This is an optimization exercise on Yosys and OpenROAD, whose aim is small area, a short achievable clock period and few clock cycles, not a production implementation.
Function was checked by simulation only, so behaviour that the tests miss may differ from the original.
Power is estimated from default activity; no workload was simulated.

`flow/design.v`:
```
module ge8 (input [7:0] a, b, output y);
wire [7:0] g1 = a & ~b;
wire [7:0] e1 = a | ~b;
wire [3:0] g2, e2;
wire [1:0] g4, e4;
genvar i;
generate
    for (i = 0; i < 4; i = i + 1) begin : l2
        assign g2[i] = g1[2*i+1] | e1[2*i+1] & g1[2*i];
        assign e2[i] = g1[2*i+1] | e1[2*i+1] & e1[2*i];
    end
    for (i = 0; i < 2; i = i + 1) begin : l4
        assign g4[i] = g2[2*i+1] | e2[2*i+1] & g2[2*i];
        assign e4[i] = g2[2*i+1] | e2[2*i+1] & e2[2*i];
    end
endgenerate
assign y = g4[1] | e4[1] & e4[0];
endmodule
module sort3_8 (
    input  [7:0] a, b, c,
    output [7:0] lo, md, hi
);
wire ab, ac, bc;
ge8 u_ab (.a(a), .b(b), .y(ab));
ge8 u_ac (.a(a), .b(c), .y(ac));
ge8 u_bc (.a(b), .b(c), .y(bc));
assign hi = (ab & ac)   ? a : (bc  ? b : c);
assign lo = (~ab & ~ac) ? a : (~bc ? b : c);
assign md = ab ? (bc ? b : (ac ? c : a)) : (ac ? a : (bc ? c : b));
endmodule
module max3_8 (input [7:0] a, b, c, output [7:0] y);
wire ab, ac, bc;
ge8 u_ab (.a(a), .b(b), .y(ab));
ge8 u_ac (.a(a), .b(c), .y(ac));
ge8 u_bc (.a(b), .b(c), .y(bc));
assign y = (ab & ac) ? a : (bc ? b : c);
endmodule
module min3_8 (input [7:0] a, b, c, output [7:0] y);
wire ab, ac, bc;
ge8 u_ab (.a(a), .b(b), .y(ab));
ge8 u_ac (.a(a), .b(c), .y(ac));
ge8 u_bc (.a(b), .b(c), .y(bc));
assign y = (~ab & ~ac) ? a : (~bc ? b : c);
endmodule
module med3_8 (input [7:0] a, b, c, output [7:0] y);
wire ab, ac, bc;
ge8 u_ab (.a(a), .b(b), .y(ab));
ge8 u_ac (.a(a), .b(c), .y(ac));
ge8 u_bc (.a(b), .b(c), .y(bc));
assign y = ab ? (bc ? b : (ac ? c : a)) : (ac ? a : (bc ? c : b));
endmodule
module median_ch (
    input        clk,
    input  [7:0] top, mid, bot,      
    input        lz, rz,             
    output reg [7:0] med             
);
wire [7:0] l0, m0, h0;
sort3_8 u_sort (.a(top), .b(mid), .c(bot), .lo(l0), .md(m0), .hi(h0));
reg [7:0] l1, m1, h1;    
reg [7:0] l2, m2, h2;    
reg [7:0] m3;            
reg [7:0] lp, hp;        
reg       c32;           
always @(posedge clk) begin
    {l1, m1, h1} <= {l0, m0, h0};
    {l2, m2, h2} <= {l1, m1, h1};
    m3 <= m2;
end
wire g21l, g21m, g21h, g31m;
ge8 u_g21l (.a(l2), .b(l1), .y(g21l));
ge8 u_g21m (.a(m2), .b(m1), .y(g21m));
ge8 u_g21h (.a(h2), .b(h1), .y(g21h));
ge8 u_g31m (.a(m3), .b(m1), .y(g31m));
wire [7:0] l21 = g21l ? l2 : l1;         
wire [7:0] h21 = g21h ? h1 : h2;         
wire gpl, gph;
ge8 u_gpl (.a(lp), .b(l1), .y(gpl));
ge8 u_gph (.a(hp), .b(h1), .y(gph));
always @(posedge clk) begin
    lp  <= l21;
    hp  <= h21;
    c32 <= g21m;
end
wire [7:0] mx = lz ? l21 : rz ? lp : (gpl ? lp : l1);
wire [7:0] mn = (lz | rz) ? 8'd0 : (gph ? h1 : hp);
wire [7:0] md3 = c32 ? (g21m ? m2 : (g31m ? m1 : m3)) : (g31m ? m3 : (g21m ? m1 : m2));
wire [7:0] md = lz ? (g21m ? m1 : m2) : rz ? (c32 ? m2 : m3) : md3;
reg [7:0] s_mx, s_md, s_mn;
always @(posedge clk) {s_mx, s_md, s_mn} <= {mx, md, mn};
wire [7:0] fin;
med3_8 u_fin (.a(s_mx), .b(s_md), .c(s_mn), .y(fin));
always @(posedge clk) med <= fin;
endmodule
module ipdc (                        
	input         i_clk,
	input         i_rst_n,
	input         i_op_valid,
	input  [ 2:0] i_op_mode,
	input         i_in_valid,
	input  [23:0] i_in_data,
	output        o_in_ready,
	output        o_out_valid,
	output [23:0] o_out_data
);
reg  [1535:0] ring;
wire [  23:0] rp [0:63];
genvar gi;
generate
    for (gi = 0; gi < 64; gi = gi + 1) begin : g_rp
        assign rp[gi] = ring[24*gi +: 24];
    end
endgenerate
wire        ld_first;        
reg         med_ins;         
wire [23:0] med_res;
wire [23:0] ring_in = med_ins ? med_res : (i_in_valid ? i_in_data : rp[0]);
always @(posedge i_clk) begin
    ring <= {ring_in, ring[1535:24]};
end
reg [5:0] B;
always @(posedge i_clk or negedge i_rst_n) begin
    if (!i_rst_n)               B <= 6'd0;
    else if (ld_first)          B <= 6'd63;
    else                        B <= B - 6'd1;
end
wire op_load = i_op_valid & (i_op_mode == 3'd0);
wire op_disp = i_op_valid & (i_op_mode != 3'd0) & ~i_op_mode[2] | i_op_valid & (i_op_mode == 3'd4);
wire op_med  = i_op_valid & (i_op_mode == 3'd5);
wire op_cs   = i_op_valid & (i_op_mode[2:1] == 2'b11);
reg in_ready_r;
always @(posedge i_clk or negedge i_rst_n) begin
    if (!i_rst_n) in_ready_r <= 1'b0;
    else          in_ready_r <= op_load;
end
assign o_in_ready = in_ready_r;
reg [5:0] icnt;
reg       icnt0, icnt63;     
always @(posedge i_clk or negedge i_rst_n) begin
    if (!i_rst_n) begin
        icnt     <= 6'd0;
        icnt0    <= 1'b1;
        icnt63   <= 1'b0;
    end
    else begin
        if (i_in_valid) begin
            icnt   <= icnt + 6'd1;
            icnt0  <= (icnt == 6'd63);
            icnt63 <= (icnt == 6'd62);
        end
    end
end
assign ld_first = i_in_valid & icnt0;
wire ld_done = i_in_valid & icnt63;
reg       med_pend;
reg [5:0] ins_cnt;
reg       b_is1;             
always @(posedge i_clk or negedge i_rst_n) begin
    if (!i_rst_n) b_is1 <= 1'b0;
    else          b_is1 <= (B[2:0] == 3'd2) & ~ld_first;
end
wire      med_go = (med_pend | op_med) & b_is1 & ~med_ins;
always @(posedge i_clk or negedge i_rst_n) begin
    if (!i_rst_n) begin
        med_pend <= 1'b0;
        med_ins  <= 1'b0;
        ins_cnt  <= 6'd0;
    end
    else begin
        if (med_go) begin
            med_ins  <= 1'b1;
            ins_cnt  <= 6'd0;
            med_pend <= 1'b0;
        end
        else begin
            if (op_med) med_pend <= 1'b1;
            if (med_ins) begin
                ins_cnt <= ins_cnt + 6'd1;
                if (ins_cnt == 6'd63) med_ins <= 1'b0;
            end
        end
    end
end
wire med_done = med_ins & (ins_cnt == 6'd61);
wire [5:0] m_next = 6'd9 - B;
wire [5:0] n_now  = 6'd7 - B;
wire [23:0] med3c;
reg  [191:0] sv;             
wire         sv_cap = med_ins & (ins_cnt[5:3] == 3'd0);
always @(posedge i_clk) sv <= {sv[167:0], sv_cap ? rp[0] : sv[191:168]};
reg          sv_sel;         
always @(posedge i_clk or negedge i_rst_n) begin
    if (!i_rst_n) sv_sel <= 1'b0;
    else          sv_sel <= med_ins & (ins_cnt >= 6'd47) & (ins_cnt <= 6'd54);
end
wire [23:0] bot_raw = sv_sel ? sv[191:168] : rp[16];
generate
    for (gi = 0; gi < 3; gi = gi + 1) begin : g_med
        reg mtop, mbot, lz, rz;
        always @(posedge i_clk) begin
            mtop <= (m_next[5:3] == 3'd0);
            mbot <= (m_next[5:3] == 3'd7);
            lz   <= (n_now[2:0] == 3'd0);
            rz   <= (n_now[2:0] == 3'd7);
        end
        median_ch u_ch (
            .clk (i_clk),
            .top (rp[0][8*gi +: 8]  & {8{~mtop}}),
            .mid (rp[8][8*gi +: 8]),
            .bot (bot_raw[8*gi +: 8] & {8{~mbot}}),
            .lz  (lz),
            .rz  (rz),
            .med (med3c[8*gi +: 8])
        );
    end
endgenerate
reg [23:0] md4, md5, md6, md7;
always @(posedge i_clk) begin
    md4 <= med3c;
    md5 <= md4;
    md6 <= md5;
    md7 <= md6;
end
assign med_res = md7;
reg [2:0] ox, oy;
reg       ymode;
wire [2:0] ox1 = (ox < 3'd4) ? ox + 3'd1 : ox;
wire [2:0] oy2 = (oy < 3'd4) ? oy + 3'd1 : oy;
reg [5:0] cq1, cq2, cq3, cq4;
always @(posedge i_clk) begin
    cq1 <= B - 6'd2 + {oy, ox1};
    cq2 <= B - 6'd2 + {oy2, ox};
    cq3 <= B - 6'd2;
    cq4 <= B + 6'd16;
end
reg       dreq;
reg [1:0] dsel;
always @(posedge i_clk or negedge i_rst_n) begin
    if (!i_rst_n) begin
        dreq <= 1'b0;
        dsel <= 2'd0;
    end
    else begin
        dreq <= op_disp;
        dsel <= i_op_mode[1:0];
    end
end
reg [5:0] q_is;
always @(*) begin
    case (i_op_mode[1:0])
        2'd1:    q_is = cq1;
        2'd2:    q_is = cq2;
        2'd3:    q_is = cq3;
        default: q_is = cq4;
    endcase
end
reg        dact;
reg [5:0]  dq;
reg [3:0]  cnt;
wire       run = dact & (dq[1:0] == 2'd2);
always @(posedge i_clk or negedge i_rst_n) begin
    if (!i_rst_n) begin
        ox    <= 3'd0;
        oy    <= 3'd0;
        ymode <= 1'b0;
        dact  <= 1'b0;
        dq    <= 6'd0;
        cnt   <= 4'd0;
    end
    else begin
        if (op_cs) ymode <= ~i_op_mode[0];
        if (dreq) begin
            case (dsel)
                2'd1:    begin ox <= ox1;  end
                2'd2:    begin oy <= oy2;  end
                2'd3:    begin ox <= 3'd0; oy <= 3'd0; end
                default: begin ox <= 3'd2; oy <= 3'd2; end
            endcase
        end
        if (op_disp) begin
            dact <= 1'b1;
            dq   <= q_is;
            cnt  <= 4'd0;
        end
        else if (dact) begin
            if (run) begin
                cnt <= cnt + 4'd1;
                if (cnt[1:0] == 2'd3) dq[5:2] <= dq[5:2] + 4'd1;
                if (cnt == 4'd15)     dact <= 1'b0;
            end
            else begin
                dq <= dq - 6'd1;
            end
        end
    end
end
reg [23:0] pix;
integer k;
always @(*) begin
    pix = 24'd0;
    for (k = 0; k < 16; k = k + 1)
        pix = pix | (rp[4*k + 2'd2] & {24{dq[5:2] == k}});
end
function [21:0] csa11(input [10:0] a, input [10:0] b, input [10:0] c);
    csa11 = {(a & b | a & c | b & c) << 1, a ^ b ^ c};
endfunction
wire [7:0]  pr = pix[7:0], pg = pix[15:8], pb = pix[23:16];
wire [21:0] y_cs  = csa11({2'b0, pr, 1'b0}, {1'b0, pg, 2'b0}, {3'b0, pg});
wire [21:0] cb_cs = csa11({1'b0, pb, 2'b0}, ~{2'b0, pg, 1'b0}, ~{3'b0, pr});
wire [21:0] cr_cs = csa11({1'b0, pr, 2'b0}, ~{2'b0, pg, 1'b0}, ~{3'b0, pg});
reg  [21:0] y_r, cb_r, cr_r;
reg  [ 7:0] b_r;
always @(posedge i_clk) begin
    y_r  <= y_cs;
    cb_r <= cb_cs;
    cr_r <= cr_cs;
    b_r  <= pb;
end
wire [10:0] y_s  = y_r[10:0]  + y_r[21:11]  + 11'd4;
wire [10:0] cb_s = cb_r[10:0] + cb_r[21:11] + 11'd1030;
wire [10:0] cr_f = cr_r[10:0] + cr_r[21:11] + ~{3'b0, b_r} + 11'd1031;
reg [23:0] od;
reg        ov, pv1;
always @(posedge i_clk) od <= ymode ? {cr_f[10:3], cb_s[10:3], y_s[10:3]} : pix;
always @(posedge i_clk or negedge i_rst_n) begin
    if (!i_rst_n) begin
        pv1 <= 1'b0;
        ov  <= 1'b0;
    end
    else begin
        pv1 <= run;
        ov  <= (ymode ? pv1 : run) | ld_done | med_done | op_cs;
    end
end
assign o_out_valid = ov;
assign o_out_data  = od;
endmodule
```
`flow/flow/run.sh`:
```
#!/bin/bash
# Standard ORFS layout; timing repair aims for a setup slack of 6.75 ns
# against the 10 ns clock, i.e. for a cycle of about 3.25 ns.
bash standard.sh SETUP_SLACK_MARGIN=6.75 finish > standard.log 2>&1
```
`flow/standard.sh`:
```
#!/bin/bash
# synth_recipe.tcl (not shown) runs the flow's synth.tcl, then flattens the netlist and writes it again
# the make line also repeats each setting of config.mk as NAME=value (left out here)
make -C /OpenROAD-flow-scripts/flow DESIGN_CONFIG=/design/flow/config.mk WORK_HOME=/design/flow/orfs CLKGATE_MAP_FILE= SYNTH_SCRIPT=/design/flow/synth_recipe.tcl "${@:-finish}"
```
`flow/config.mk`:
```
export PLATFORM = sky130hd
export DESIGN_NAME = ipdc
export DESIGN_NICKNAME = ipdc
export VERILOG_FILES = /design/flow/design.v
export SDC_FILE = /design/flow/constraint.sdc
export NUM_CORES = 4
export LEC_CHECK = 0
export CAP_MARGIN = 5
export CORE_MARGIN = 2
export CORE_UTILIZATION = 40
export CTS_CLUSTER_DIAMETER = 120
export CTS_CLUSTER_SIZE = 30
export SLEW_MARGIN = 5
```
`flow/constraint.sdc`:
```
create_clock -name core_clock -period 10.0 [get_ports {i_clk}]
set_input_delay 2.0000 -clock core_clock [delete_from_list [all_inputs] [get_ports {i_clk}]]
set_output_delay 2.0000 -clock core_clock [all_outputs]
set_load 0.01 [all_outputs]
```
==> results of run 1 <==
-- cells in the final DEF (no fill, tap or decap), types with 17 or more instances in the layout --
master           synthesis  layout
dfxtp_1               2250    2243
inv_1                  276     276
nand2_1                241     238
nor2_1                 188     169
o21ai_0                165     164
a21oi_1                158     158
a22oi_1                122     122
mux2i_1                112     105
ha_1                    95      95
clkbuf_16                0      88
nand2b_1                82      81
maj3_1                  79      79
a221oi_1                68      65
nand3_1                 64      64
nor2b_1                 63      62
mux2_2                  62      62
a22o_1                  51      50
xnor2_1                 52      50
dfrtp_1                 47      44
buf_4                    5      44
nand4_1                 30      30
nor3_1                  31      30
maj3_2                  28      28
xor2_1                  30      28
clkdlybuf4s50_1          0      27
buf_2                   13      27
o22ai_1                 26      26
or2_2                   24      24
o31ai_1                 22      22
a222oi_1                22      22
a221o_1                 21      21
o221ai_1                19      19
and3_1                  19      18
a31oi_1                 18      17
-- Yosys cell counts (all sizes together), types with 31 or more instances --
cell type,n,area [µm²]
dfxtp,2250,45000
mux2,78,916
a22o,51,447
a21oi,163,835
ha,95,1190
inv,277,1040
a22oi,122,916
dfrtp,47,1180
mux2i,115,1160
nor2b,63,394
o21ai,173,877
nor3,31,155
nand2,241,905
nand3,64,320
a221oi,69,611
maj3,108,1120
clkbuf,113,424
nand2b,82,513
nor2,193,737
xnor2,52,455
-- cell families after synthesis --
| logic type | share of synthesized area, % |
|---|---|
| compound gates | 9.67 |
| xor+xnor | 1.13 |
| fa+ha+maj | 4.01 |
| buf+inv | 2.62 |
| flops | 72.8 |
| mux | 3.45 |
| simple gates | 6.27 |
-- per-layer routing --
| metal | share of wire (%) | track usage [%] | up-vias |
|---|---|---|---|
| met2 | 46 | 26.2 | 627 |
| met5 | 0 | 0 | - |
| li1 | - | - | 16800 |
| met3 | 3.6 | 1.78 | 168 |
| met1 | 47 | 21.5 | 16400 |
| met4 | 3.2 | 5.70 | 0 |
-- power groups by stage --
stage | clock network (mW) | registers [mW] | logic (mW)
global placement | 0 | 12.2 | 3.69
CTS | 4.36 | 12.0 | 3.81
global route | 4.66 | 12.2 | 4.30
finish | 4.23 | 12.0 | 3.86
detailed placement | 0 | 12.2 | 3.76
floorplan | 0 | 11.8 | 2.65
-- cell type report --
class | count | area [µm²] | share of cell area [%]
inverters | 282 | 1060 | 1.53
well taps | 2072 | 2590 | 3.76
multi-input cells | 2177 | 16000 | 23.1
clock inverters | 7 | 98.8 | 0.143
diodes | 1 | 2.50 | 0.00362
flip-flops and latches | 2298 | 46300 | 67.0
clock buffers | 94 | 2220 | 3.22
repair buffers | 106 | 836 | 1.21
-- repair_timing --
action	in CTS	in global routing
buffers inserted	8	12
gates cloned	1	1
resized for setup	155	54
pin swaps	5	10
hold buffers	0	0
setup endpoints to repair	120	108
-- final timing paths --
kind	cells past startpoint	start	to	slack [ns]
worst max-delay path	1	ov	o_out_valid	6.74
worst min-delay path	0	sv[13]	sv[37]	0.31
worst max register to register	10	sv_sel	g_med[1].u_ch.m1[0]	6.85
worst min register to register	0	sv[13]	sv[37]	0.31
max in group asynchronous	2	i_rst_n	med_ins	8.17
min in group asynchronous	2	i_rst_n	icnt[1]	1.37
-- stage by stage --
step	instances	power [mW]	setup WS, ns	hold WS [ns]	util, %
floorplan	4898	14.4	6.80	0.310	-
global placement	6913	15.8	5.97	0.310	41.9
detailed placement	6913	15.9	6.02	0.312	41.9
CTS	7023	20.2	6.69	0.309	43.5
global route	7036	21.1	6.67	0.325	43.7
finish	7037	20.1	6.74	0.308	43.7
==> out/metrics.cfg, run 1 <==
[floorplan]
coreArea_um2=158000
chipWidth_um=402
num_rows=146
pin_count=57
die_area_um2=162000
die_h_um=402
start_util_pct=40.2

[setup_path]
start_kind=flip-flop
cp_top_family=flip-flops
worstSetupPathType=flip-flop to output port
path_buf_inv=1
cp.required_ns=8.00
cp-end-kind=output port
cpPeakStageDelay_ns=0.42
slowest_stage=dfrtp_1
path_cells=buf_6
crit_arrival_ns=1.26
cp_max_fo=1

[logic_synthesis]
syn_area_um2=63500
synth_edf_count=0
synthArstFlopShare_pct=2.09
yosys_warnings=2
synth_cells=4898
syn_nets=5036
ys.flop_type=dfxtp_1
ys_ff_latch=2298
syn_avg_cell_area_um2=13.0
synthDistinctLibCells=99
ys_seq_area_share_pct=72.8

[final_layout]
layout-drive-gt1-share_pct=8.36
nets=5089
fillCellCount=14300
largest_register=ring
syn_to_final_growth_pct=8.74
largest_reg_flops=1536
finalInstanceArea_um2=69000
reg.largest.list=ring (1536), sv (192)

[clocking]
clock_sinks=2298
numCtsBuffers=86
clk_path_buf_depth=3
htreeDepth=3
clk_latency_ns=0.72
tritoncts=built
path_clk_slew_ns=0.11
clock-root-buffer=clkbuf_16

[timing]
rsz0062_at_grt=true
hold_viol=0
final-max-slew-violation-count=0
skew_ns=0.0328
fin_crit_ns=3.26
setup_viol=0
tns_ns=0
worst_slew_pin_slew_ns=1.11
relSlewSlack_pct=25.9
fmax_mhz=307
fin_crit_sh_pct=32.6

[drt]
wire_per_inst_um=18.7
drc=0
postRouteAntennaNets=0
vias_per_cell=4.83
finalWirelength_um=131000
vias=34000
dr.pass1.iters=7
drt_iter0_markers=2408

[job]
maxCapViolCount=0

[pwr]
pwr-share-seq_pct=59.6
ir_drop_uv=165
pwr-share-clk_pct=21.1
p_per_area_nw_per_um2=291
power_switching_mw=5.73
combinationalPowerShare_pct=19.3
internal-power_mw=14.3
switching_share_pct=28.5
p_leak_nw=27.4

[grt]
grt.total_usage_pct=15.8
grt_pass1_wl_um=198000
grt-ovfl-total=0
antenna_found_initial=1
grt_max_degree=64
grt_pass1_vias=33000

[place]
dp_hpwl_um=89300
place_congestion=0.838
port-buffer-count=56
place_area_um2=66300

[worst_hold_path]
hold_class=flip-flop to flip-flop

[run_status]
status=complete, no violations

Testbench counts, summed over its fixed seeds: cycles 13,449.
==> run 2, diff against run 1 <==
--- a/flow/design.v
+++ b/flow/design.v
@@ -113,6 +113,7 @@
 endgenerate
 wire        ld_first;        
 reg         med_ins;         
+reg  [ 5:0] ins_cnt;         
 wire [23:0] med_res;
 wire [23:0] ring_in = med_ins ? med_res : (i_in_valid ? i_in_data : rp[0]);
 always @(posedge i_clk) begin
@@ -128,10 +129,18 @@
 wire op_disp = i_op_valid & (i_op_mode != 3'd0) & ~i_op_mode[2] | i_op_valid & (i_op_mode == 3'd4);
 wire op_med  = i_op_valid & (i_op_mode == 3'd5);
 wire op_cs   = i_op_valid & (i_op_mode[2:1] == 2'b11);
-reg in_ready_r;
+reg  in_ready_r, ld_pend;
+wire ld_want = op_load | ld_pend;
+wire ld_free = ~med_ins | (ins_cnt == 6'd63);    
 always @(posedge i_clk or negedge i_rst_n) begin
-    if (!i_rst_n) in_ready_r <= 1'b0;
-    else          in_ready_r <= op_load;
+    if (!i_rst_n) begin
+        in_ready_r <= 1'b0;
+        ld_pend    <= 1'b0;
+    end
+    else begin
+        in_ready_r <= ld_want & ld_free;
+        ld_pend    <= ld_want & ~ld_free;
+    end
 end
 assign o_in_ready = in_ready_r;
 reg [5:0] icnt;
@@ -153,7 +162,6 @@
 assign ld_first = i_in_valid & icnt0;
 wire ld_done = i_in_valid & icnt63;
 reg       med_pend;
-reg [5:0] ins_cnt;
 reg       b_is1;             
 always @(posedge i_clk or negedge i_rst_n) begin
     if (!i_rst_n) b_is1 <= 1'b0;
@@ -181,7 +189,7 @@
         end
     end
 end
-wire med_done = med_ins & (ins_cnt == 6'd61);
+wire med_done = med_ins & (ins_cnt == 6'd59);
 wire [5:0] m_next = 6'd9 - B;
 wire [5:0] n_now  = 6'd7 - B;
 wire [23:0] med3c;
==> flow/config.mk (replaced) <==
export PLATFORM = sky130hd
export DESIGN_NAME = ipdc
export DESIGN_NICKNAME = ipdc
export VERILOG_FILES = /design/flow/design.v
export SDC_FILE = /design/flow/constraint.sdc
export NUM_CORES = 4
export LEC_CHECK = 0
export CAP_MARGIN = 20
export CORE_MARGIN = 2
export CORE_UTILIZATION = 40
export CTS_CLUSTER_DIAMETER = 80
export CTS_CLUSTER_SIZE = 30
export SLEW_MARGIN = 20
==> out/metrics.cfg, run 2 <==
[grt]
grt_max_degree=59
grt_pass1_vias=32900
grt.total_usage_pct=15.7
antenna_found_initial=1
grt_pass1_wl_um=196000
grt-ovfl-total=0

[timing]
skew_ns=0.0393
setup_viol=0
hold_viol=0
fin_crit_ns=3.59
setup_slack_ns=6.41
fin_crit_sh_pct=35.9
rsz0062_at_grt=true
relSlewSlack_pct=24.8
final-max-slew-violation-count=0
tns_ns=0
worst_slew_pin_slew_ns=1.13
fmax_mhz=279

[final_layout]
fillCellCount=13900
largest_register=ring
finalInstanceArea_um2=71000
layout.cells.most_common=dfxtp_1
diodes=0
layoutNonFillerInstCount=6959
largest_reg_flops=1536
reg.largest.list=ring (1536), sv (192)
layout-drive-gt1-share_pct=14.5
nets=4995
ff_latch_area_um2=46300
mostFrequentLayoutCells=2,213 x dfxtp_1, 287 x inv_1, 178 x mux2i_1
syn_to_final_growth_pct=13.0
multiInputGateArea_um2=16200
postLayoutCoreUtil_pct=45.5

[setup_path]
start_kind=flip-flop
slowest_stage=a222oi_1
cpPeakStageDelay_ns=0.51
cp_max_fo=7
cp.required_ns=10.56
crit_path_frequent_cell=maj3_2
path_cells=nor2b_4, maj3_2, maj3_2, maj3_2, maj3_2, maj3_2, maj3_2, maj3_2, xor2_4, a222oi_1
path_depth=10
crit_arrival_ns=4.15
rr_worst_depth=10
cp_top_family=adder cells
worstSetupPathType=flip-flop to flip-flop
cp-end-kind=flip-flop
path_buf_inv=0

[logic_synthesis]
synth.most_common_cell=dfxtp_1
synthDistinctLibCells=79
ys.flop_type=dfxtp_1
synth_area_leaders=dfxtp_1 72%, mux2i_1 3.0%, dfrtp_1 1.9%, ha_1 1.9%, inv_1 1.7%
yosysTopAreaCellShare_pct=71.6
syn_nets=4836
syn_area_um2=62900
ys_ff_latch=2299
ys_seq_area_share_pct=73.6
yosys_warnings=2
yosys-top-cells-count=2,250 x dfxtp_1, 289 x inv_1, 191 x mux2i_1
synth_area_leader_cell=dfxtp_1
synth_edf_count=0
synthArstFlopShare_pct=2.13
synth_cells=4699
syn_avg_cell_area_um2=13.4

[floorplan]
start_util_pct=40.2
chipWidth_um=400
coreArea_um2=156000
pin_count=57
num_rows=145
die_area_um2=160000
die_h_um=400

[place]
dp.cells=6717
place_ws_ns=5.73
place_congestion=0.817
place_area_um2=65800
port-buffer-count=56
dp_hpwl_um=83900

[pwr]
p_per_area_nw_per_um2=294
ir_drop_uv=252
p_leak_nw=28.5

[clocking]
numCtsBuffers=98
htreeDepth=3
clk_latency_ns=0.75
clock_sinks=2299
clk_path_buf_depth=3
clock-root-buffer=clkbuf_16
tritoncts=built
cts.hold.buffers_added=0
path_clk_slew_ns=0.11

[drt]
drt_iter0_markers=1955
drc=0
wire_per_inst_um=18.6
vias=33100
vias_per_cell=4.75
postRouteAntennaNets=0
finalWirelength_um=129000
dr.pass1.iters=9

[worst_hold_path]
hold_depth=0
hold_class=flip-flop to flip-flop

[job]
maxCapViolCount=0

[run_status]
status=complete, no violations

[run 2: cell count changes after synthesis, sizes merged, moves of 16 or more]
cell,delta
a221o,-19
nor2,-30
nand2,-61
nor2b,-18
o21ai,-34
maj3,+48
nand2b,-35
o31ai,-16
a21oi,-54
mux2i,+76
[run 2: worst paths after layout]
kind                                       start                   end  slack [ns]
setup reg to reg           g_med[0].u_ch.s_mn[0]  g_med[0].u_ch.med[5]        6.41
setup / recovery           g_med[0].u_ch.s_mn[0]  g_med[0].u_ch.med[5]        6.41
hold / removal                        ring[1293]            ring[1269]        0.31
max in group asynchronous                i_rst_n                sv_sel        8.15
hold reg to reg                       ring[1293]            ring[1269]        0.31
min in group asynchronous                i_rst_n               icnt[0]        1.36
[run 2: layout make-up]
| cell class | instances | area share [%] |
|---|---|---|
| clock buffers | 107 | 3.57 |
| clock inverters | 36 | 0.863 |
| inverters | 292 | 1.55 |
| multi-input cells | 1982 | 22.8 |
| flip-flops and latches | 2299 | 65.3 |
| well taps | 2058 | 3.63 |
| repair buffers | 184 | 2.35 |
| repair inverters | 1 | 0.0106 |
[run 2: layer usage]
layer	wire length (µm)	vias up	GRT usage (%)
met4	2970	0	4.55
met3	3990	160	1.73
met1	62400	16100	22.0
met5	0	-	0
met2	60000	526	25.8
li1	-	16200	-
[run 2: timing repair]
| action | CTS | global route |
|---|---|---|
| cloned | 5 | 2 |
| pin swaps | 93 | 90 |
| endpoints found under the setup margin | 229 | 208 |
| setup buffers | 33 | 59 |
| resized for setup | 277 | 159 |
[run 2: cell families after synthesis]
logic type,share of synthesized area (%)
AOI/OAI and AO/OA,8.35
xor gates and xnor gates,1.27
adders and majority gates,4.84
buffers and inverters,2.54
DFF,73.6
muxes,4.79
and+or+nand+nor,4.61
[run 2: worst reg2reg max path: cells and delay by family (launching register included)]
kind | cells | cell delay, ns
adder cells (fa/ha/maj) | 7 | 2.22
flip-flops | 1 | 0.37
AND/OR/NAND/NOR | 1 | 0.12
XOR/XNOR | 1 | 0.21
AO/OA/AOI/OAI | 1 | 0.51
[run 2: power breakdown]
group	switching, mW	internal [mW]	total, mW
Sequential	0.820	11.3	12.1
Clock	2.87	1.99	4.86
Combinational	2.27	1.63	3.90
Total	5.96	14.9	20.9
[run 2: stage by stage]
step / total power [mW] / hold slack [ns]
4_1_cts: 21.0 / 0.312
6_report: 20.9 / 0.311
3_5_place_dp: 16.0 / 0.312
5_1_grt: 22.1 / 0.314
3_3_place_gp: 15.9 / 0.310
2_1_floorplan: 14.5 / 0.310
Testbench counts of run 2, summed over its fixed seeds: cycles 13,349.
==> run 3, diff against run 2 <==
--- a/flow/design.v
+++ b/flow/design.v
@@ -132,15 +132,10 @@
 reg  in_ready_r, ld_pend;
 wire ld_want = op_load | ld_pend;
 wire ld_free = ~med_ins | (ins_cnt == 6'd63);    
+always @(posedge i_clk) in_ready_r <= ld_want & ld_free;
 always @(posedge i_clk or negedge i_rst_n) begin
-    if (!i_rst_n) begin
-        in_ready_r <= 1'b0;
-        ld_pend    <= 1'b0;
-    end
-    else begin
-        in_ready_r <= ld_want & ld_free;
-        ld_pend    <= ld_want & ~ld_free;
-    end
+    if (!i_rst_n) ld_pend <= 1'b0;
+    else          ld_pend <= ld_want & ~ld_free;
 end
 assign o_in_ready = in_ready_r;
 reg [5:0] icnt;
==> out/metrics.cfg, run 3 <==
[final_layout]
nets=5159
largest_register=ring
reg.largest.list=ring (1536), sv (192)
largest_reg_flops=1536
finalInstanceArea_um2=70900
syn_to_final_growth_pct=11.7
mostFrequentLayoutCells=2,220 x dfxtp_1, 252 x inv_1, 222 x nand2_1
fillCellCount=14200
diodes=0
layout.cells.most_common=dfxtp_1
layout-drive-gt1-share_pct=12.0

[setup_path]
rr_worst_depth=10
crit_arrival_ns=4.03
path_cells=nand2b_4, maj3_2, maj3_2, maj3_2, maj3_2, maj3_2, maj3_2, maj3_4, mux2_4, mux2_2
worstSetupPathType=flip-flop to flip-flop
start_kind=flip-flop
rr_endpoint=g_med[0].u_ch.s_mx[1]
crit_end=g_med[0].u_ch.s_mx[1]
cp-end-kind=flip-flop
reg2reg_slack_ns=6.62
crit_path_frequent_cell=maj3_2
cp_max_fo=6
slowest_stage=maj3_4
crit_path_start=g_med[0].u_ch.l2[0]
r2r-start=g_med[0].u_ch.l2[0]
cp.required_ns=10.64
cpPeakStageDelay_ns=0.40

[grt]
grt_pass1_vias=33400
grt_pass1_wl_um=199000
grt-ovfl-total=0
grt.total_usage_pct=15.9
antenna_found_initial=0
grt_max_degree=65

[place]
port-buffer-count=56
place_area_um2=66300
place_congestion=0.822
dp_hpwl_um=86300

[timing]
worst_slew_pin_slew_ns=0.929
setup_viol=0
skew_ns=0.0421
tns_ns=0
relSlewSlack_pct=38.0
final-max-slew-violation-count=0
rsz0062_at_grt=true
fin_crit_sh_pct=33.8
fmax_mhz=296
fin_crit_ns=3.38
hold_viol=0

[floorplan]
chipWidth_um=402
start_util_pct=40.2
die_area_um2=162000
pin_count=57
num_rows=146
die_h_um=402
coreArea_um2=158000

[drt]
drt_iter0_markers=2064
vias_per_cell=4.83
wire_per_inst_um=18.5
finalWirelength_um=132000
postRouteAntennaNets=0
dr.pass1.iters=5
vias=34400
drc=0

[logic_synthesis]
synth_area_leader_cell=dfxtp_1
yosys_warnings=2
yosys-top-cells-count=2,251 x dfxtp_1, 252 x inv_1, 224 x nand2_1
syn_avg_cell_area_um2=12.9
ys_ff_latch=2299
synthDistinctLibCells=91
ys_seq_area_share_pct=72.8
ys.flop_type=dfxtp_1
synthArstFlopShare_pct=2.09
synth_area_leaders=dfxtp_1 71%, mux2i_1 1.9%, dfrtp_1 1.9%, ha_1 1.9%, o21ai_0 1.5%
synth_cells=4922
syn_area_um2=63500
syn_nets=5059
synth_edf_count=0
yosysTopAreaCellShare_pct=70.9
synth.most_common_cell=dfxtp_1

[run_status]
status=complete, no violations

[clocking]
clock-root-buffer=clkbuf_16
path_clk_slew_ns=0.11
clk_latency_ns=0.77
clk_path_buf_depth=3
tritoncts=built
htreeDepth=3
numCtsBuffers=95
clock_sinks=2299

[pwr]
p_per_area_nw_per_um2=316
ir_drop_uv=213
p_leak_nw=28.3

[worst_hold_path]
hold_class=flip-flop to flip-flop

[job]
maxCapViolCount=0

-- run 3: cell types whose count changed in the layout (fill, tap and decap cells not counted), moves of 20 or more --
| cell | change |
|---|---|
| nand2b_1 | +20 |
| a221o_1 | +20 |
| o31ai_1 | +21 |
| o21ai_0 | +45 |
| nand3_1 | +35 |
| mux2i_1 | -64 |
| nor2_1 | +39 |
| a21oi_1 | +33 |
| maj3_2 | -43 |
| inv_1 | -35 |
| nand2_1 | +45 |
| a222oi_1 | -23 |
-- run 3: worst min path at each step --
| stage | startpoint | end | slack, ns | cells past startpoint |
|---|---|---|---|---|
| finish | ring[421] | ring[397] | 0.31 | 0 |
| global route | sv[155] | sv[179] | 0.31 | 0 |
| CTS | sv[155] | sv[179] | 0.31 | 0 |
| detailed placement | ring[702] | ring[678] | 0.31 | 0 |
| global placement | ring[1328] | ring[1304] | 0.31 | 0 |
| floorplan | g_med[0].u_ch.med[0] | md4[0] | 0.31 | 0 |
-- run 3: power by group --
group	total (mW)	leakage (nW)	internal, mW	switching, mW
combinational	5.15	7.75	2.18	2.97
clock	4.68	1.39	1.85	2.83
sequential	12.6	19.1	11.5	1.04
total	22.4	28.3	15.5	6.84
-- run 3: kinds of logic after synthesis --
family                   Yosys count  share of synthesized area, %
AO/OA/AOI/OAI                    893                          9.75
XOR/XNOR                          86                          1.19
adder cells (fa/ha/maj)          221                          4.09
buffers and inverters            414                          2.49
flip-flops                      2299                          72.8
multiplexers                     207                          3.57
AND/OR/NAND/NOR                  802                          6.08
-- run 3: repair_timing --
item                                    in CTS  in global routing
gates cloned                                 6                  0
pin swaps                                   39                 57
endpoints found under the setup margin     191                195
buffers inserted                            35                 30
resized for setup                          235                156
hold buffers                                 0                  0
-- run 3: worst max-delay path, delay by kind of cell, from the launching register on --
| kind | cells | cell delay (ns) |
|---|---|---|
| fa+ha+maj | 7 | 2.22 |
| mux | 2 | 0.60 |
| flops | 1 | 0.33 |
| simple gates | 1 | 0.13 |
-- run 3: final cells by class --
type | instances | area, µm² | area share [%]
sequential | 2299 | 46300 | 65.3
timing repair buffer | 158 | 1470 | 2.07
multi-input combinational | 2213 | 16700 | 23.5
clock inverter | 30 | 517 | 0.729
clock buffer | 98 | 2390 | 3.37
inverter | 255 | 960 | 1.35
tap | 2072 | 2590 | 3.66
-- run 3: metrics by stage --
| stage | hold slack [ns] | utilization [%] | setup WS, ns | std cells | power [mW] |
|---|---|---|---|---|---|
| after global placement | 0.310 | 42.0 | 5.83 | 6926 | 17.4 |
| after global routing | 0.308 | 44.9 | 6.53 | 7125 | 23.7 |
| after CTS | 0.312 | 44.4 | 6.63 | 7095 | 22.4 |
| final | 0.308 | 44.9 | 6.62 | 7125 | 22.4 |
| after detailed placement | 0.312 | 42.0 | 5.71 | 6926 | 17.5 |
| after floorplan | 0.310 | - | 6.75 | 4922 | 15.7 |
-- run 3: metal layers --
| layer | global-route usage (%) | up-vias | share of wire (%) |
|---|---|---|---|
| met1 | 22.9 | 16800 | 50 |
| met5 | 0 | - | 0 |
| li1 | - | 17000 | - |
| met3 | 2.20 | 161 | 3.4 |
| met2 | 25.1 | 510 | 45 |
| met4 | 3.90 | 0 | 2.1 |
Testbench counts of run 3, summed over its fixed seeds: cycles 13,349.
==> run 4, diff against run 3 <==
--- a/flow/design.v
+++ b/flow/design.v
@@ -132,10 +132,15 @@
 reg  in_ready_r, ld_pend;
 wire ld_want = op_load | ld_pend;
 wire ld_free = ~med_ins | (ins_cnt == 6'd63);    
-always @(posedge i_clk) in_ready_r <= ld_want & ld_free;
 always @(posedge i_clk or negedge i_rst_n) begin
-    if (!i_rst_n) ld_pend <= 1'b0;
-    else          ld_pend <= ld_want & ~ld_free;
+    if (!i_rst_n) begin
+        in_ready_r <= 1'b0;
+        ld_pend    <= 1'b0;
+    end
+    else begin
+        in_ready_r <= ld_want & ld_free;
+        ld_pend    <= ld_want & ~ld_free;
+    end
 end
 assign o_in_ready = in_ready_r;
 reg [5:0] icnt;
==> flow/flow/run.sh (replaced) <==
#!/bin/bash
# Standard ORFS layout with two changes:
#  - timing repair aims for a setup slack of 6.85 ns against the 10 ns clock
#    (a cycle of about 3.15 ns), and ports are buffered with buf_6;
#  - after the floorplan, the registers that drive output ports are given
#    their strongest drive (same cell type, larger size), see size_io.tcl.
set -euo pipefail
M=SETUP_SLACK_MARGIN=6.85
B='BUFFER_PORTS_ARGS=-buffer_cell sky130_fd_sc_hd__buf_6'
bash standard.sh "$M" "$B" floorplan > standard_floorplan.log 2>&1
openroad -no_init -exit flow/size_io.tcl > size_io.log 2>&1
bash standard.sh "$M" "$B" finish > standard_finish.log 2>&1
==> flow/flow/size_io.tcl (new file) <==
# Upsize the flip-flops that drive output ports in the floorplanned design.
set odb orfs/results/sky130hd/ipdc/base/2_floorplan.odb
read_liberty $::env(FLOW_HOME)/platforms/sky130hd/lib/sky130_fd_sc_hd__tt_025C_1v80.lib
read_db $odb
foreach inst [get_cells *] {
    set name [get_name $inst]
    if {![regexp {^(ov|in_ready_r|od\[[0-9]+\])\$} $name]} { continue }
    set cell [get_property [get_lib_cells -of_objects $inst] name]
    if {$cell eq "sky130_fd_sc_hd__dfrtp_1"} {
        replace_cell $inst sky130_fd_sc_hd__dfrtp_4
        puts "upsized $name to dfrtp_4"
    } elseif {$cell eq "sky130_fd_sc_hd__dfxtp_1"} {
        replace_cell $inst sky130_fd_sc_hd__dfxtp_4
        puts "upsized $name to dfxtp_4"
    }
}
write_db $odb
==> out/metrics.cfg, run 4 <==
[pwr]
p_per_area_nw_per_um2=293
internal-power_mw=15.0
pwr-share-seq_pct=58.3
power_switching_mw=5.91
total_power_mw=20.9
ir_drop_uv=169
combinationalPowerShare_pct=19.2
switching_share_pct=28.3
pwr-share-clk_pct=22.5
p_leak_nw=28.5

[logic_synthesis]
synthArstFlopShare_pct=2.13
synth_area_leader_cell=dfxtp_1
yosys-top-cells-count=2,250 x dfxtp_1, 289 x inv_1, 191 x mux2i_1
ys_ff_latch=2299
ys_seq_area_share_pct=73.6
synth_edf_count=0
synth_cells=4699
synth_area_leaders=dfxtp_1 72%, mux2i_1 3.0%, dfrtp_1 1.9%, ha_1 1.9%, inv_1 1.7%
syn_area_um2=62900
syn_nets=4836
ys.flop_type=dfxtp_1
yosysTopAreaCellShare_pct=71.6
synth.most_common_cell=dfxtp_1
synthDistinctLibCells=79
yosys_warnings=2
syn_avg_cell_area_um2=13.4

[timing]
fin_crit_sh_pct=35.2
final-max-slew-violation-count=0
worst_slew_pin_slew_ns=1.17
fmax_mhz=284
rsz0062_at_grt=true
skew_ns=0.0304
hold_viol=0
timing.hold.ws_ns=0.315
fin_crit_ns=3.52
relSlewSlack_pct=21.9
tns_ns=0
setup_viol=0
setup_slack_ns=6.48

[setup_path]
crit_arrival_ns=4.12
r2r-start=g_med[1].u_ch.s_md[0]
cp-end-kind=flip-flop
start_kind=flip-flop
cp.required_ns=10.60
crit_path_start=g_med[1].u_ch.s_md[0]
rr_endpoint=g_med[1].u_ch.med[5]
reg2reg_slack_ns=6.48
rr_worst_depth=10
crit_end=g_med[1].u_ch.med[5]
cp_max_fo=7
worstSetupPathType=flip-flop to flip-flop

[clocking]
clock-root-buffer=clkbuf_16
clock_sinks=2299
path_clk_slew_ns=0.11
htreeDepth=3
cts.hold.buffers_added=0
numCtsBuffers=95
clk_latency_ns=0.73
tritoncts=built
clk_path_buf_depth=3

[floorplan]
die_h_um=400
die_area_um2=160000
start_util_pct=40.2
chipWidth_um=400
num_rows=145
coreArea_um2=156000
pin_count=57

[final_layout]
syn_to_final_growth_pct=13.5
postLayoutCoreUtil_pct=45.7
mostFrequentLayoutCells=2,197 x dfxtp_1, 288 x inv_1, 175 x nand2_1
largest_register=ring
largest_reg_flops=1536
nets=4991
reg.largest.list=ring (1536), sv (192)
layout.cells.most_common=dfxtp_1
fillCellCount=13800
layout-drive-gt1-share_pct=16.1
diodes=0

[job]
maxCapViolCount=0

[grt]
grt.total_usage_pct=15.8
grt-ovfl-total=0
antenna_found_initial=2
grt_pass1_vias=32500
grt_max_degree=59
grt_pass1_wl_um=196000

[place]
place_ws_ns=5.79
port-buffer-count=56
dp_hpwl_um=84200
place_congestion=0.830

[drt]
finalWirelength_um=132000
dr.pass1.iters=7
wire_per_inst_um=19.0
drc=0
vias=33100
drt_iter0_markers=2199
vias_per_cell=4.76
postRouteAntennaNets=0

[run_status]
status=complete, no violations

[worst_hold_path]
hold_class=flip-flop to flip-flop

[run 4: cell types whose count changed after synthesis, sizes merged, moves of 31 or more]
cell / change
mux2i: +68
o21ai: -67
nand2: -44
maj3: +41
inv: +37
nand3: -36
nor2: -36
a21oi: -31
clkbuf: -31
[run 4: worst min path at each step]
| stage | start | end | slack, ns | cells past startpoint |
|---|---|---|---|---|
| 3_3_place_gp | sv[77] | sv[101] | 0.31 | 0 |
| 4_1_cts | ring[1340] | ring[1316] | 0.32 | 0 |
| 2_1_floorplan | g_med[0].u_ch.med[0] | md4[0] | 0.31 | 0 |
| 6_report | sv[101] | sv[125] | 0.32 | 0 |
| 3_5_place_dp | g_med[0].u_ch.med[4] | md4[4] | 0.31 | 0 |
| 5_1_grt | ring[1272] | ring[1248] | 0.32 | 0 |
[run 4: critical path, stage by stage (launching register included)]
cell	delay (ns)
dfxtp_4	0.38
nor2b_4	0.12
maj3_2	0.30
maj3_2	0.29
maj3_2	0.30
maj3_2	0.29
maj3_2	0.30
maj3_2	0.30
maj3_4	0.40
xnor2_4	0.21
a222oi_1	0.48
[run 4: power groups by stage]
stage / Combinational (mW) / Sequential, mW / Clock [mW]
after floorplan: 2.55 / 12.0 / 0
after global placement: 3.63 / 12.3 / 0
after detailed placement: 3.68 / 12.4 / 0
after CTS: 3.86 / 12.2 / 4.84
after global routing: 4.45 / 12.4 / 5.15
final: 4.01 / 12.2 / 4.70
[run 4: repair_timing]
action,in CTS,in global routing
gates cloned,5,6
buffers inserted,33,57
endpoints found under the hold margin,0,0
resized for setup,174,191
pin swaps,67,109
endpoints found under the setup margin,245,220
[run 4: cell families after synthesis]
logic type	count (synthesis)	share of synthesized area (%)
flops	2299	73.6
compound gates	738	8.35
simple gates	609	4.61
buf+inv	421	2.54
mux	283	4.79
fa+ha+maj	262	4.84
xor+xnor	87	1.27
[run 4: area by class of cell]
cell class	count	area (µm²)	share of cell area [%]
clock buffer	105	2510	3.52
clock inverter	26	394	0.552
inverter	292	1100	1.55
multi-input combinational	1987	16500	23.1
sequential	2299	46400	65.1
tap	2058	2570	3.61
timing repair buffer	179	1840	2.57
[run 4: stage by stage]
stage	std cells	instance area, µm²
4_1_cts	6883	70000
2_1_floorplan	4699	63000
3_5_place_dp	6714	66000
5_1_grt	6946	71300
6_report	6946	71300
3_3_place_gp	6714	66000
[run 4: routing by layer]
| layer | vias up | track usage [%] | part of all wire [%] |
|---|---|---|---|
| met1 | 16100 | 21.9 | 48 |
| li1 | 16200 | - | - |
| met3 | 162 | 2.36 | 3.5 |
| met2 | 537 | 25.8 | 46 |
| met5 | - | 0 | 0 |
| met4 | 0 | 4.15 | 2.3 |
Testbench counts of run 4, summed over its fixed seeds: cycles 13,349.
==> run 5, diff against run 4 <==
--- a/flow/design.v
+++ b/flow/design.v
@@ -113,7 +113,6 @@
 endgenerate
 wire        ld_first;        
 reg         med_ins;         
-reg  [ 5:0] ins_cnt;         
 wire [23:0] med_res;
 wire [23:0] ring_in = med_ins ? med_res : (i_in_valid ? i_in_data : rp[0]);
 always @(posedge i_clk) begin
@@ -129,18 +128,10 @@
 wire op_disp = i_op_valid & (i_op_mode != 3'd0) & ~i_op_mode[2] | i_op_valid & (i_op_mode == 3'd4);
 wire op_med  = i_op_valid & (i_op_mode == 3'd5);
 wire op_cs   = i_op_valid & (i_op_mode[2:1] == 2'b11);
-reg  in_ready_r, ld_pend;
-wire ld_want = op_load | ld_pend;
-wire ld_free = ~med_ins | (ins_cnt == 6'd63);    
+reg in_ready_r;
 always @(posedge i_clk or negedge i_rst_n) begin
-    if (!i_rst_n) begin
-        in_ready_r <= 1'b0;
-        ld_pend    <= 1'b0;
-    end
-    else begin
-        in_ready_r <= ld_want & ld_free;
-        ld_pend    <= ld_want & ~ld_free;
-    end
+    if (!i_rst_n) in_ready_r <= 1'b0;
+    else          in_ready_r <= op_load;
 end
 assign o_in_ready = in_ready_r;
 reg [5:0] icnt;
@@ -162,6 +153,7 @@
 assign ld_first = i_in_valid & icnt0;
 wire ld_done = i_in_valid & icnt63;
 reg       med_pend;
+reg [5:0] ins_cnt;
 reg       b_is1;             
 always @(posedge i_clk or negedge i_rst_n) begin
     if (!i_rst_n) b_is1 <= 1'b0;
@@ -189,7 +181,7 @@
         end
     end
 end
-wire med_done = med_ins & (ins_cnt == 6'd59);
+wire med_done = med_ins & (ins_cnt == 6'd61);
 wire [5:0] m_next = 6'd9 - B;
 wire [5:0] n_now  = 6'd7 - B;
 wire [23:0] med3c;
==> flow/flow/run.sh (replaced) <==
#!/bin/bash
# Standard ORFS layout; timing repair aims for a setup slack of 6.85 ns
# against the 10 ns clock, i.e. for a cycle of about 3.15 ns.
bash standard.sh SETUP_SLACK_MARGIN=6.85 finish > standard.log 2>&1
==> flow/config.mk (replaced) <==
export PLATFORM = sky130hd
export DESIGN_NAME = ipdc
export DESIGN_NICKNAME = ipdc
export VERILOG_FILES = /design/flow/design.v
export SDC_FILE = /design/flow/constraint.sdc
export NUM_CORES = 4
export LEC_CHECK = 0
export CAP_MARGIN = 10
export CORE_MARGIN = 2
export CORE_UTILIZATION = 40
export CTS_CLUSTER_DIAMETER = 120
export CTS_CLUSTER_SIZE = 30
export SLEW_MARGIN = 10
removed: flow/flow/size_io.tcl
==> out/metrics.cfg, run 5 <==
[logic_synthesis]
synthArstFlopShare_pct=2.09
syn_nets=5036
yosysTopAreaCellShare_pct=70.9
syn_avg_cell_area_um2=13.0
synthDistinctLibCells=99
ys_seq_area_share_pct=72.8
yosys_warnings=2
synth_edf_count=0
synth_cells=4898
yosys-top-cells-count=2,250 x dfxtp_1, 276 x inv_1, 241 x nand2_1
ys_ff_latch=2298
synth_area_leader_cell=dfxtp_1
ys.flop_type=dfxtp_1
synth_area_leaders=dfxtp_1 71%, ha_1 1.9%, dfrtp_1 1.9%, mux2i_1 1.8%, inv_1 1.6%
synth.most_common_cell=dfxtp_1
syn_area_um2=63500

[final_layout]
layout-drive-gt1-share_pct=9.35
layoutNonFillerInstCount=7069
reg.largest.list=ring (1536), sv (192)
largest_reg_flops=1536
layout.cells.most_common=dfxtp_1
syn_to_final_growth_pct=9.63
mostFrequentLayoutCells=2,236 x dfxtp_1, 276 x inv_1, 237 x nand2_1
largest_register=ring
nets=5119

[grt]
grt_util_met2_pct=26.7
grt_use_met3_pct=1.77
grt-ovfl-total=0
grt_pass1_vias=33100
grt_max_degree=64
grt_pass1_wl_um=199000
busiest_layer=met2
grt.total_usage_pct=16.0
use_met1_pct=21.8
antenna_found_initial=1

[clocking]
clock_sinks=2298
clk_path_buf_depth=3
htreeDepth=3
tritoncts=built
path_clk_slew_ns=0.12
numCtsBuffers=87
clk_latency_ns=0.72
clock-root-buffer=clkbuf_16

[setup_path]
cp.required_ns=8.00
cp-end-kind=output port
cpPeakStageDelay_ns=0.39
crit_arrival_ns=1.24
path_cells=buf_2
rr_worst_depth=9
reg2reg_slack_ns=6.85
cp_top_family=flip-flops
rr_endpoint=g_med[0].u_ch.med[1]
cp_max_fo=1
path_buf_inv=1
crit_path_start=in_ready_r
slowest_stage=dfrtp_1
start_kind=flip-flop
crit_end=o_in_ready
path_depth=1
r2r-start=g_med[0].u_ch.s_mn[0]
worstSetupPathType=flip-flop to output port

[timing]
fin_crit_sh_pct=32.4
worst_slew_pin_slew_ns=1.12
setup_viol=0
rsz0062_at_grt=true
fin_crit_ns=3.24
tns_ns=0
relSlewSlack_pct=25.3
hold_viol=0
final-max-slew-violation-count=0
fmax_mhz=308
skew_ns=0.0265

[floorplan]
num_rows=146
pin_count=57
die_h_um=402
chipWidth_um=402
start_util_pct=40.2
die_area_um2=162000
coreArea_um2=158000

[job]
maxCapViolCount=0

[drt]
postRouteAntennaNets=0
vias_per_cell=4.83
dr.pass1.iters=8
drc=0
finalWirelength_um=132000
vias=34200
drt_iter0_markers=2563
wire_per_inst_um=18.7

[worst_hold_path]
hold_class=flip-flop to flip-flop
hold_start=sv[160]

[place]
place_congestion=0.821
dp_hpwl_um=88800
port-buffer-count=56
dp.cells=6915

[pwr]
p_leak_nw=27.6
p_per_area_nw_per_um2=291
ir_drop_uv=242

[run_status]
status=complete, no violations

==> run 5: changes by cell type in the layout (fill, tap and decap cells not counted), moves of 36 or more <==
cell,before,now
mux2i_1,171,102
maj3_2,107,29
nand2b_1,43,81
buf_6,76,15
nor2_1,128,171
a21oi_1,97,156
o21ai_0,127,163
nand2_1,175,237
dfxtp_1,2197,2236
==> run 5: logic make-up after synthesis <==
group | count (synthesis) | synth area share, %
and+or+nand+nor | 818 | 6.27
muxes | 198 | 3.45
xor gates and xnor gates | 82 | 1.13
adders and majority gates | 215 | 4.01
buffers and inverters | 425 | 2.62
AOI/OAI and AO/OA | 862 | 9.67
DFF | 2298 | 72.8
==> run 5: metal layers <==
layer / routed length [µm] / share of wire, %
met1: 62200 / 47
met2: 62600 / 47
met3: 4700 / 3.5
met4: 2990 / 2.3
met5: 13 / 0.0098
==> run 5: final cells by class <==
cell class / instances / area (µm²)
antenna: 2 / 5.00
clock buffer: 96 / 2270
clock inverter: 7 / 159
fill: 14200 / 88400
inverter: 282 / 1060
multi-input combinational: 2179 / 16100
sequential: 2298 / 46300
tap: 2072 / 2590
timing repair buffer: 133 / 1130
==> run 5: what timing repair did <==
item | 4_1_cts | 5_1_grt
pin swaps | 14 | 23
hold buffers | 0 | 0
endpoints found under the setup margin | 161 | 164
resized for setup | 179 | 76
cloned | 1 | 4
setup buffers | 16 | 28
==> run 5: stage by stage <==
stage               hold slack [ns]  power, mW  util [%]  cell area [µm²]  setup WS (ns)
floorplan                     0.310       14.4         -            63500           6.89
global placement              0.310       15.9      41.9            66300           6.03
detailed placement            0.312       16.0      41.9            66300           6.01
CTS                           0.324       20.4      43.7            69000           6.69
global route                  0.331       21.4      44.0            69600           6.70
finish                        0.321       20.3      44.0            69600           6.76
==> run 5: power by group <==
| part | internal, mW | switching [mW] | leakage, nW | total, mW |
|---|---|---|---|---|
| registers | 11.1 | 0.829 | 19.1 | 12.0 |
| clock network | 1.69 | 2.63 | 1.18 | 4.32 |
| logic | 1.64 | 2.33 | 7.36 | 3.96 |
| total | 14.5 | 5.79 | 27.6 | 20.3 |
==> run 5: worst reg2reg max path, delay by kind of cell, from the launching register on <==
| kind | cells | cell delay [ns] |
|---|---|---|
| compound gates | 3 | 0.90 |
| fa+ha+maj | 4 | 1.28 |
| flops | 1 | 0.34 |
| mux | 1 | 0.35 |
| simple gates | 1 | 0.12 |
==> run 5: how the worst min path moves through the flow <==
stage	end	slack, ns	cells past startpoint
final	sv[184]	0.32	0
after global routing	ring[92]	0.33	0
after CTS	ring[198]	0.32	0
after detailed placement	md6[16]	0.31	0
after global placement	sv[171]	0.31	0
after floorplan	md4[0]	0.31	0
Testbench counts of run 5, summed over its fixed seeds: cycles 13,449.
==> run 6, diff against run 5 <==
==> flow/flow/run.sh (replaced) <==
#!/bin/bash
# Standard ORFS layout; timing repair aims for a setup slack of 6.75 ns
# against the 10 ns clock, i.e. for a cycle of about 3.25 ns. After the
# floorplan, the register that drives o_out_valid is given the next drive
# strength of its cell type (size_io.tcl).
set -euo pipefail
bash standard.sh SETUP_SLACK_MARGIN=6.75 floorplan > standard_floorplan.log 2>&1
openroad -no_init -exit flow/size_io.tcl > size_io.log 2>&1
bash standard.sh SETUP_SLACK_MARGIN=6.75 finish > standard_finish.log 2>&1
==> flow/flow/size_io.tcl (new file) <==
# Give the o_out_valid register (dfrtp_1 from synthesis) the _2 drive strength.
set odb orfs/results/sky130hd/ipdc/base/2_floorplan.odb
read_liberty $::env(FLOW_HOME)/platforms/sky130hd/lib/sky130_fd_sc_hd__tt_025C_1v80.lib
read_db $odb
foreach inst [get_cells *] {
    set name [get_name $inst]
    if {![regexp {^ov\$} $name]} { continue }
    set cell [get_property [get_lib_cells -of_objects $inst] name]
    if {$cell eq "sky130_fd_sc_hd__dfrtp_1"} {
        replace_cell $inst sky130_fd_sc_hd__dfrtp_2
        puts "upsized $name to dfrtp_2"
    }
}
write_db $odb
==> out/metrics.cfg, run 6 <==
[final_layout]
mostFrequentLayoutCells=2,246 x dfxtp_1, 275 x inv_1, 239 x nand2_1
reg.largest.list=ring (1536), sv (192)
syn_to_final_growth_pct=8.72
postLayoutCoreUtil_pct=43.7
fillCellCount=14300
largest_reg_flops=1536
nets=5090
largest_register=ring
layout-drive-gt1-share_pct=8.05
layout.cells.most_common=dfxtp_1
finalInstanceArea_um2=69000
diodes=0

[logic_synthesis]
yosysTopAreaCellShare_pct=70.9
synth_area_leaders=dfxtp_1 71%, ha_1 1.9%, dfrtp_1 1.9%, mux2i_1 1.8%, inv_1 1.6%
syn_avg_cell_area_um2=13.0
synth_area_leader_cell=dfxtp_1
synth.most_common_cell=dfxtp_1
synth_edf_count=0
synthDistinctLibCells=99
synth_cells=4898
ys_seq_area_share_pct=72.8
synthArstFlopShare_pct=2.09
yosys-top-cells-count=2,250 x dfxtp_1, 276 x inv_1, 241 x nand2_1
syn_nets=5036
ys_ff_latch=2298
ys.flop_type=dfxtp_1
syn_area_um2=63500
yosys_warnings=2

[floorplan]
pin_count=57
num_rows=146
chipWidth_um=402
coreArea_um2=158000
die_h_um=402
start_util_pct=40.2
die_area_um2=162000

[drt]
dr.pass1.iters=9
vias_per_cell=4.80
drt_iter0_markers=2462
wire_per_inst_um=18.5
postRouteAntennaNets=0
vias=33800
drc=0
finalWirelength_um=130000

[clocking]
htreeDepth=3
clk_path_buf_depth=3
clock_sinks=2298
numCtsBuffers=86
clk_latency_ns=0.74
path_clk_slew_ns=0.11
tritoncts=built
clock-root-buffer=clkbuf_16

[pwr]
total_power_mw=20.0
ir_drop_uv=202
p_per_area_nw_per_um2=290
p_leak_nw=27.4

[timing]
tns_ns=0
worst_slew_pin_slew_ns=1.13
fin_crit_sh_pct=32.6
skew_ns=0.0369
final-max-slew-violation-count=0
relSlewSlack_pct=24.3
fin_crit_ns=3.26
setup_viol=0
hold_viol=0
rsz0062_at_grt=true
fmax_mhz=307

[grt]
busiest_layer=met2
grt-ovfl-total=0
grt_max_degree=64
grt_pass1_vias=33200
grt_use_met3_pct=1.85
antenna_found_initial=1
use_met1_pct=21.2
grt_util_met2_pct=26.4
grt_pass1_wl_um=197000
grt.total_usage_pct=15.7

[setup_path]
cp_max_fo=1
start_kind=flip-flop
rr_worst_depth=9
worstSetupPathType=flip-flop to output port
path_buf_inv=1
cp.required_ns=8.00
path_depth=1
slowest_stage=dfrtp_1
cp_top_family=flip-flops
path_cells=buf_2
cpPeakStageDelay_ns=0.38
crit_arrival_ns=1.26
cp-end-kind=output port
reg2reg_slack_ns=6.88

[place]
place_congestion=0.845
place_area_um2=66300
dp_hpwl_um=87200
port-buffer-count=56

[job]
maxCapViolCount=0

[worst_hold_path]
hold_depth=0
hold_class=flip-flop to flip-flop

[run_status]
status=complete, no violations

-- run 6: cell types whose count changed in the layout (fill, tap and decap cells not counted), sizes merged, moves of 2 or more --
cell,delta
clkinv,-2
diode,-2
buf,-26
clkinvlp,+3
-- run 6: path summary, 6_finish.rpt --
kind,end,start
min in group asynchronous,icnt[2],i_rst_n
max in group asynchronous,med_ins,i_rst_n
min,ring[550],ring[574]
max reg2reg,cr_r[14],dq[3]
min reg2reg,ring[550],ring[574]
max,o_in_ready,in_ready_r
-- run 6: timing repair --
item	4_1_cts	5_1_grt
setup buffers	5	14
gates resized for setup	132	51
pin swaps	3	5
endpoints found under the hold margin	0	0
endpoints found under the setup margin	102	93
hold buffers	0	0
cloned	1	1
-- run 6: where the power goes --
| part | internal [mW] | switching, mW |
|---|---|---|
| combinational | 1.55 | 2.30 |
| sequential | 11.1 | 0.803 |
| clock | 1.64 | 2.61 |
-- run 6: cell type report --
type                    instances  area [µm²]  share of cell area, %
clock buffers                  97        2260                   3.27
clock inverters                 6         101                  0.147
multi-input cells            2177       15900                   23.0
flip-flops and latches       2298       46300                   67.0
inverters                     282        1060                   1.54
well taps                    2072        2590                   3.76
repair buffers                107         862                   1.25
-- run 6: logic make-up (layout without fill, tap and decap cells) --
| logic type | after synthesis | in the layout | synth area share [%] |
|---|---|---|---|
| xor gates and xnor gates | 82 | 82 | 1.13 |
| DFF | 2298 | 2298 | 72.8 |
| adders and majority gates | 215 | 215 | 4.01 |
| and+or+nand+nor | 818 | 818 | 6.27 |
| AOI/OAI and AO/OA | 862 | 864 | 9.67 |
| muxes | 198 | 198 | 3.45 |
| buffers and inverters | 425 | 492 | 2.62 |
-- run 6: metrics by stage --
| stage | hold slack [ns] | cells | worst slack, ns |
|---|---|---|---|
| 6_report | 0.314 | 7039 | 6.74 |
| 5_1_grt | 0.321 | 7039 | 6.69 |
| 4_1_cts | 0.315 | 7024 | 6.59 |
| 3_5_place_dp | 0.312 | 6915 | 5.93 |
| 3_3_place_gp | 0.310 | 6915 | 5.91 |
| 2_1_floorplan | 0.310 | 4898 | 6.80 |
-- run 6: metal layers --
metal | up-vias | share of wire, %
li1 | 16700 | -
met1 | 16300 | 47
met2 | 615 | 47
met3 | 161 | 3.3
met4 | 2 | 2.2
met5 | - | 0.0092
-- run 6: worst reg2reg max path: cells and delay by family (launching register included) --
family          cells  cell delay, ns
buf+inv             2            0.45
fa+ha+maj           2            0.55
flops               1            0.48
compound gates      1            0.26
simple gates        4            1.28

what the ideal ports hide:
How much do the figures lean on ideal ports? The routed layouts below were timed once more, with nothing changed but the port constraints. Step 1 sets driving cells, clkbuf_16 on the clock port and buf_2 on the other inputs (assumed; they add their load-dependent delay and slew). Step 2 moves the port delays by t, midway between the first and last clock arrival at a register: inputs arrive t later, outputs are due t later. That takes back most of the time a late clock gives input paths. Three values: ideal, step 1, step 2; two values: the first two.
run	t, ns	slack for setup (ns)	worst hold slack (ns)
run 1	0.789	6.745 / 6.664 / 6.205	0.308 / 0.308 / 0.308
run 2	0.809	6.413 / 6.413 / 6.345	0.311 / 0.311 / 0.311
run 3	0.823	6.617 / 6.609 / 6.368	0.308 / 0.308 / 0.308
run 4	0.791	6.480 / 6.480 / 6.480	0.315 / 0.315 / 0.315
run 5	0.788	6.755 / 6.679 / 6.338	0.321 / 0.321 / 0.321
run 6	0.794	6.745 / 6.669 / 6.283	0.314 / 0.314 / 0.314
After both steps setup and hold are still met in every run listed. For run 1, which loses most, drivers alone change the setup slack by -0.081 ns; drivers and shift together by -0.540 ns.
